Context: an optimization exercise on an open-source flow, tuned for small area and a short achievable clock period. The choices shown serve that exercise and are no tape-out recipe. The RTL was checked by simulation tests, not by an equivalence proof against the original design. The flow treats the clock pin as an ideal source, which a real chip does not have.

== MS ==
==> flow/design.v (excerpt) <==
module Divider(divisor,dividend,quotient_final,remainder,clock);
For scale: about 1300 cells after synthesis, ~64 I/O pins, about 14000 um^2 of cells after synthesis.
export LEC_CHECK = 0
export CAP_MARGIN = 20
export CORE_MARGIN = 2
export CORE_UTILIZATION = 40
export CTS_BUF_LIST = sky130_fd_sc_hd__clkbuf_16
export CTS_CLUSTER_DIAMETER = 100
export CTS_CLUSTER_SIZE = 30
export SETUP_SLACK_MARGIN = 1.5
export SLEW_MARGIN = 20
create_clock -name core_clock -period 3.0 [get_ports {clock}]
standard.sh (not shown) runs the stock make flow with config.mk's settings and CLKGATE_MAP_FILE= SYNTH_SCRIPT=/design/flow/synth_recipe.tcl, a recipe that flattens the netlist after the stock synthesis.
==> flow/flow/run.sh <==
#!/bin/bash
# The standard ORFS layout with these changes:
# - the divider steps 3..16 go to synthesis as sky130 gate netlists, which
#   flow/gen_stage.py writes from design.v (it replaces the Stage module; the
#   registers and everything else stay as in the RTL);
# - synthesis: Yosys's full-adder extraction is off (ADDER_MAP_FILE empty),
#   and ABC maps the remaining logic for delay with flow/abc_speed.script;
# - clock tree: right after TritonCTS, its root buffer (which only drives the
#   two first-level buffers) is removed and each first-level buffer is split
#   in two, so the clock port drives four buffers (flow/rmroot.tcl).
# ORFS's scripts are copied here and only those points differ.
set -euo pipefail
rm -rf scripts_local
cp -r "$FLOW_HOME/scripts" scripts_local
cp flow/abc_speed.script scripts_local/abc_speed.script
cp flow/rmroot.tcl scripts_local/rmroot.tcl
python3 - <<'PY'
p = "scripts_local/cts.tcl"
s = open(p).read()
anchor = "log_cmd clock_tree_synthesis {*}$cts_args\n"
assert anchor in s
s = s.replace(anchor, anchor + "source $::env(SCRIPTS_DIR)/rmroot.tcl\nremove_clock_root\nsplit_clock_level1 4\n")
open(p, "w").write(s)
PY
python3 flow/gen_stage.py design.v > mapped.v 2> gen_stage.log
bash standard.sh ADDER_MAP_FILE= BUFFER_PORTS_ARGS="-buffer_cell sky130_fd_sc_hd__buf_1" SCRIPTS_DIR="$PWD/scripts_local" VERILOG_FILES="$PWD/mapped.v" finish > flow_make.log 2>&1
Other scripts of this flow, unchanged in this note and not shown: flow/flow/abc_speed.script, flow/flow/gen_stage.py, flow/flow/rmroot.tcl
What AL does differently from MS at the input level:
diff --git a/flow/flow/run.sh b/flow/flow/run.sh
--- a/flow/flow/run.sh
+++ b/flow/flow/run.sh
@@ -9,3 +9,5 @@
 #   two first-level buffers) is removed and each first-level buffer is split
-#   in two, so the clock port drives four buffers (flow/rmroot.tcl).
+#   in two, so the clock port drives four buffers (flow/rmroot.tcl);
+# - after global routing, non-critical gates are downsized (RECOVER_POWER)
+#   and the setup repair runs once more right after.
 # ORFS's scripts are copied here and only those points differ.
@@ -24,3 +26,11 @@
 PY
+python3 - <<'PY'
+p = "scripts_local/global_route.tcl"
+s = open(p).read()
+anchor = "  recover_power_helper\n"
+assert anchor in s
+s = s.replace(anchor, anchor + "  if { $::env(RECOVER_POWER) != 0 } { repair_timing_helper }\n")
+open(p, "w").write(s)
+PY
 python3 flow/gen_stage.py design.v > mapped.v 2> gen_stage.log
-bash standard.sh ADDER_MAP_FILE= BUFFER_PORTS_ARGS="-buffer_cell sky130_fd_sc_hd__buf_1" SCRIPTS_DIR="$PWD/scripts_local" VERILOG_FILES="$PWD/mapped.v" finish > flow_make.log 2>&1
+bash standard.sh ADDER_MAP_FILE= RECOVER_POWER=100 SCRIPTS_DIR="$PWD/scripts_local" VERILOG_FILES="$PWD/mapped.v" finish > flow_make.log 2>&1
## What came out
Tool error DPL-0033 stopped AL during global routing; no final results.
Final weighted congestion in routability-driven placement: AL vs MS — no meaningful difference
The number of cell rows on MS is in line with that on AL.
On number of top-level pins, MS tracks AL almost exactly.
Between AL and MS, it is AL whose post-DP HPWL is higher, by about 4%.
Higher post-placement cell area among AL and MS: AL
Number of instances resized during post-cts repair on AL is up relative to MS.
| buffer count from post-CTS setup fixing | higher: AL |

## static timing again, ports no longer ideal
Ports are ideal in the flow. The routed layout listed here was re-timed in OpenROAD.
Step 1, drivers: a clkbuf_16 drives clock and a buf_2 each remaining input, both assumed.
Step 2 times the ports against the registers' clock, not the clock port: input delays grow and output delays shrink by t, the midpoint of the rising clock arrivals with the driver on.
Three values: ideal ports, drivers, drivers and shift; two values: the first two.
run: MS
t (ns): 0.431
setup slack, ns: 1.518 / 1.474 / 1.246
latest minus earliest clock arrival (ns): 0.039 / 0.039
After both steps MS still meets setup and hold. For MS, drivers alone change the setup slack by -0.044 ns; drivers and shift together by -0.272 ns.
